From an optimization exercise on the open Yosys and OpenROAD flow, aimed at small area; shortcuts taken in it are not production practice. Function was checked by simulation only, so behaviour that the tests miss may differ from the original.

Design Post_top, start of the top module:
module Post_top #(
  parameter INT_BITS  = 4,
  parameter POX       = 4,
  parameter POY       = 4,
  parameter CHANNEL_N = 2
) (
  input                             clk              ,
  input                             rst              ,
  input  [CHANNEL_N*POY*POX*16-1:0] mac_to_serializer,
  input                             mac_output_valid ,
  input  [         $clog2(POY)-1:0] mac_valid_number ,
  input  [                    15:0] K                ,
  input  [                    15:0] B                ,
  input  [              POX*16-1:0] bias             ,
  output [              POX*16-1:0] relu_out         ,
  output                            relu_out_valid   ,
  output [              POX*16-1:0] post_out         ,
  output                            post_out_valid   ,
  output [            POX/2*16-1:0] pooling_out      ,
  output                            pooling_out_valid
);
For scale: roughly 4800 cells after synthesis, roughly 640 flip-flops, ~780 I/O pins, roughly 43000 um2 of cells after synthesis.
==> module Post_top, before the edit <==
module Post_top #(
  parameter INT_BITS  = 4,
  parameter POX       = 4,
  parameter POY       = 4,
  parameter CHANNEL_N = 2
) (
  input                             clk              ,
  input                             rst              ,
  input  [CHANNEL_N*POY*POX*16-1:0] mac_to_serializer,
  input                             mac_output_valid ,
  input  [         $clog2(POY)-1:0] mac_valid_number ,
  input  [                    15:0] K                ,
  input  [                    15:0] B                ,
  input  [              POX*16-1:0] bias             ,
  output [              POX*16-1:0] relu_out         ,
  output                            relu_out_valid   ,
  output [              POX*16-1:0] post_out         ,
  output                            post_out_valid   ,
  output [            POX/2*16-1:0] pooling_out      ,
  output                            pooling_out_valid
);
  reg  [447:0] chain;
  reg          active;
  reg  [  2:0] cnt;        
  reg  [  1:0] rm1;        
  wire [447:0] chain_n = {64'd0, {64{1'b1}}, 64'd0, {64{1'b1}}, 64'd0, {64{1'b1}}, 64'd0};
  always @(posedge clk) begin
    if (mac_output_valid) chain[383:0] <= mac_to_serializer[447:64] ^ chain_n[383:0];
    else                  chain[383:0] <= chain[447:64] ^ chain_n[447:64] ^ chain_n[383:0];
    chain[447:384] <= mac_to_serializer[511:448];
  end
  always @(posedge clk or posedge rst) begin
    if (rst) begin
      active <= 1'b0;
      cnt    <= 3'd0;
      rm1    <= 2'd0;
    end
    else if (mac_output_valid) begin
      active <= 1'b1;
      cnt    <= 3'd1;
      rm1    <= mac_valid_number - 1'b1;
    end
    else if (active) begin
      cnt <= cnt + 1'b1;
      if (cnt == {rm1, 1'b1}) active <= 1'b0;
    end
  end
  wire [ 1:0] slot = (cnt > {1'b0, rm1}) ? ~rm1 : 2'd0;
  reg  [63:0] chain_row;
  always @(*) begin
    case (slot)
      2'd0:    chain_row =  chain[ 63:  0];
      2'd1:    chain_row = ~chain[127: 64];
      2'd2:    chain_row =  chain[191:128];
      default: chain_row = ~chain[255:192];
    endcase
  end
  wire [63:0] row    = mac_output_valid ? mac_to_serializer[63:0] : chain_row;
  wire        row_ok = mac_output_valid | active;
  reg  [59:0] relu_r;
  reg         v1, v2;
  genvar x, i;
  generate
    for (x = 0; x < POX; x = x + 1) begin : g_relu
      wire [15:0] a = row[16*x +: 16];
      wire [15:0] b = bias[16*x +: 16];
      wire [15:0] h = a ^ b;
      wire [16:0] c;
      assign c[0] = 1'b0;
      for (i = 0; i < 16; i = i + 1) begin : g_c
        assign c[i+1] = (a[i] & b[i]) | (h[i] & c[i]);
      end
      wire [15:0] s = h ^ c[15:0];
      always @(posedge clk) relu_r[15*x +: 15] <= s[15] ? 15'd0 : s[14:0];
      assign relu_out[16*x +: 16] = {1'b0, relu_r[15*x +: 15]};
    end
  endgenerate
  always @(posedge clk or posedge rst) begin
    if (rst) begin
      v1 <= 1'b0;
      v2 <= 1'b0;
    end
    else begin
      v1 <= row_ok;
      v2 <= v1;
    end
  end
  assign relu_out_valid = v1;
  wire [16:0] kx = {K, 1'b0};
  reg  [ 7:0] one, two, neg;
  always @(posedge clk) begin : p_booth
    integer j;
    for (j = 0; j < 8; j = j + 1) begin
      one[j] <= kx[2*j+1] ^ kx[2*j];
      two[j] <= (kx[2*j+2] & ~kx[2*j+1] & ~kx[2*j]) | (~kx[2*j+2] & kx[2*j+1] & kx[2*j]);
      neg[j] <= kx[2*j+2];
    end
  end
  reg [63:0] q_r;
  generate
    for (x = 0; x < POX; x = x + 1) begin : g_mul
      wire [15:0] q;
      BnMul U_BnMul (
        .r  (relu_r[15*x +: 15]),
        .one(one               ),
        .two(two               ),
        .neg(neg               ),
        .q  (q                 )
      );
      always @(posedge clk) q_r[16*x +: 16] <= q;
    end
  endgenerate
  generate
    for (x = 0; x < POX; x = x + 1) begin : g_bn
      wire [15:0] a = q_r[16*x +: 16];
      wire [15:0] h = a ^ B;
      wire [16:0] c;
      assign c[0] = 1'b0;
      for (i = 0; i < 16; i = i + 1) begin : g_c
        assign c[i+1] = (a[i] & B[i]) | (h[i] & c[i]);
      end
      assign post_out[16*x +: 16] = h ^ c[15:0];
    end
  endgenerate
  assign post_out_valid = v2;
  reg        second;
  reg [31:0] pool_r;
  reg        pool_valid;
  generate
    for (x = 0; x < POX/2; x = x + 1) begin : g_pool
      wire [15:0] a = post_out[32*x +: 16];
      wire [15:0] b = post_out[32*x+16 +: 16];
      wire [15:0] m = pool_r[16*x +: 16];
      wire [16:0] ab, ma, mb;
      assign ab[0] = 1'b0;
      assign ma[0] = 1'b0;
      assign mb[0] = 1'b0;
      for (i = 0; i < 16; i = i + 1) begin : g_cmp
        if (i < 15) begin : g_lo
          assign ab[i+1] = (a[i] & ~b[i]) | (a[i] & ab[i]) | (~b[i] & ab[i]);
          assign ma[i+1] = (m[i] & ~a[i]) | (m[i] & ma[i]) | (~a[i] & ma[i]);
          assign mb[i+1] = (m[i] & ~b[i]) | (m[i] & mb[i]) | (~b[i] & mb[i]);
        end
        else begin : g_hi
          assign ab[i+1] = (~a[i] & b[i]) | (~a[i] & ab[i]) | (b[i] & ab[i]);
          assign ma[i+1] = (~m[i] & a[i]) | (~m[i] & ma[i]) | (a[i] & ma[i]);
          assign mb[i+1] = (~m[i] & b[i]) | (~m[i] & mb[i]) | (b[i] & mb[i]);
        end
      end
      wire [15:0] ab_max = ab[16] ? a : b;
      always @(posedge clk)
        pool_r[16*x +: 16] <= (second & ma[16] & mb[16]) ? m : ab_max;
    end
  endgenerate
  always @(posedge clk or posedge rst) begin
    if (rst) begin
      second     <= 1'b0;
      pool_valid <= 1'b0;
    end
    else begin
      if (v2) second <= ~second;
      pool_valid <= v2 & second;
    end
  end
  assign pooling_out       = pool_r;
  assign pooling_out_valid = pool_valid;
endmodule
export LEC_CHECK = 0
export ABC_AREA = 1
export CAP_MARGIN = 20
export CORE_MARGIN = 2
export CORE_UTILIZATION = 60
export GPL_TIMING_DRIVEN = 0
export SLEW_MARGIN = 20
create_clock -name core_clock -period 12.0 [get_ports {clk}]
standard.sh (not shown) runs the stock make flow with config.mk's settings and CLKGATE_MAP_FILE= SYNTH_SCRIPT=/design/flow/synth_recipe.tcl, a recipe that flattens the netlist after the stock synthesis.
==> flow/flow/run.sh <==
#!/bin/bash
# The standard layout with these changes:
#  - synthesis maps with an area-oriented ABC script (flow/abc_area.script)
#    and skips the generic pre-mapping ABC pass (synth -noabc); the
#    registers, their names and cell types are those of the standard
#    synthesis;
#  - the port buffers are the smallest buffer (buf_1) rather than the one
#    buffer_ports picks by default;
#  - CTS uses clkbuf_8 for larger sink clusters and no dummy loads.
# make's output goes to a log per call here; ORFS's step logs are under orfs/logs/.
set -euo pipefail
rm -rf scripts_local
cp -r "$FLOW_HOME/scripts" scripts_local
cp flow/abc_area.script scripts_local/abc_area.script
bash standard.sh "SCRIPTS_DIR=$PWD/scripts_local" "SYNTH_ARGS=-noabc" synth > make_synth.log 2>&1
bash standard.sh "BUFFER_PORTS_ARGS=-buffer_cell sky130_fd_sc_hd__buf_1" \
  "CTS_ARGS=-sink_clustering_enable -repair_clock_nets -buf_list sky130_fd_sc_hd__clkbuf_8 -sink_clustering_size 16 -sink_clustering_max_diameter 60 -dont_use_dummy_load" \
  finish > make_finish.log 2>&1
==> flow/flow/abc_area.script <==
strash
dc2
dch -f
amap
topo
The baseline produced a clean layout.
Edit:
--- a/flow/design.v
+++ b/flow/design.v
@@ -605,16 +605,15 @@
   output                            pooling_out_valid
 );
   reg  [447:0] chain;
   reg          active;
   reg  [  2:0] cnt;        
   reg  [  1:0] rm1;        
-  wire [447:0] chain_n = {64'd0, {64{1'b1}}, 64'd0, {64{1'b1}}, 64'd0, {64{1'b1}}, 64'd0};
   always @(posedge clk) begin
-    if (mac_output_valid) chain[383:0] <= mac_to_serializer[447:64] ^ chain_n[383:0];
-    else                  chain[383:0] <= chain[447:64] ^ chain_n[447:64] ^ chain_n[383:0];
+    if (mac_output_valid) chain[383:0] <= mac_to_serializer[447:64];
+    else                  chain[383:0] <= chain[447:64];
     chain[447:384] <= mac_to_serializer[511:448];
   end
   always @(posedge clk or posedge rst) begin
     if (rst) begin
       active <= 1'b0;
       cnt    <= 3'd0;
@@ -631,16 +630,16 @@
     end
   end
   wire [ 1:0] slot = (cnt > {1'b0, rm1}) ? ~rm1 : 2'd0;
   reg  [63:0] chain_row;
   always @(*) begin
     case (slot)
-      2'd0:    chain_row =  chain[ 63:  0];
-      2'd1:    chain_row = ~chain[127: 64];
-      2'd2:    chain_row =  chain[191:128];
-      default: chain_row = ~chain[255:192];
+      2'd0:    chain_row = chain[ 63:  0];
+      2'd1:    chain_row = chain[127: 64];
+      2'd2:    chain_row = chain[191:128];
+      default: chain_row = chain[255:192];
     endcase
   end
   wire [63:0] row    = mac_output_valid ? mac_to_serializer[63:0] : chain_row;
   wire        row_ok = mac_output_valid | active;
   reg  [59:0] relu_r;
   reg         v1, v2;
What happened:
- The new run finished clean
- maximum frequency is higher by about 0.5%
- count of clock-buffer cells in the layout is higher by 3
- setup slack is better by 59 ps
- cell area is higher by 0.63%
- via count is about the same
- critical path depth is lower by 10
- die area is higher by 0.74%
- final cell count is lower by 3.4%
- global-route usage is higher by 1.7 points
- non-clock buffer count is lower by 8

==> re-timing with driven ports <==
In the flow no input, the clock included, has a driving cell. The finished layouts below were timed again as built, in two steps. Step 1 (the two cells are an assumption about what drives the block):
set clk [get_ports {clk}]
set_driving_cell -lib_cell sky130_fd_sc_hd__clkbuf_16 $clk
set_driving_cell -lib_cell sky130_fd_sc_hd__buf_2 [delete_from_list [all_inputs] $clk]
Step 2 also shifts input and output timing later by t, the mid clock arrival at the registers, as if the neighbouring blocks saw the same clock. Slacks: ideal ports / drivers / drivers and shift; pairs: ideal ports / drivers.
run	shift t [ns]	setup slack, ns	latest minus earliest clock arrival (ns)
the first run	0.738	0.201 / 0.201 / 0.201	0.120 / 0.120
the second run	0.748	0.260 / 0.238 / 0.238	0.113 / 0.113
After both steps every run listed still meets setup and hold. The setup slack of the second run, which loses most, moves by -0.022 ns with the drivers and by -0.022 ns with both steps.
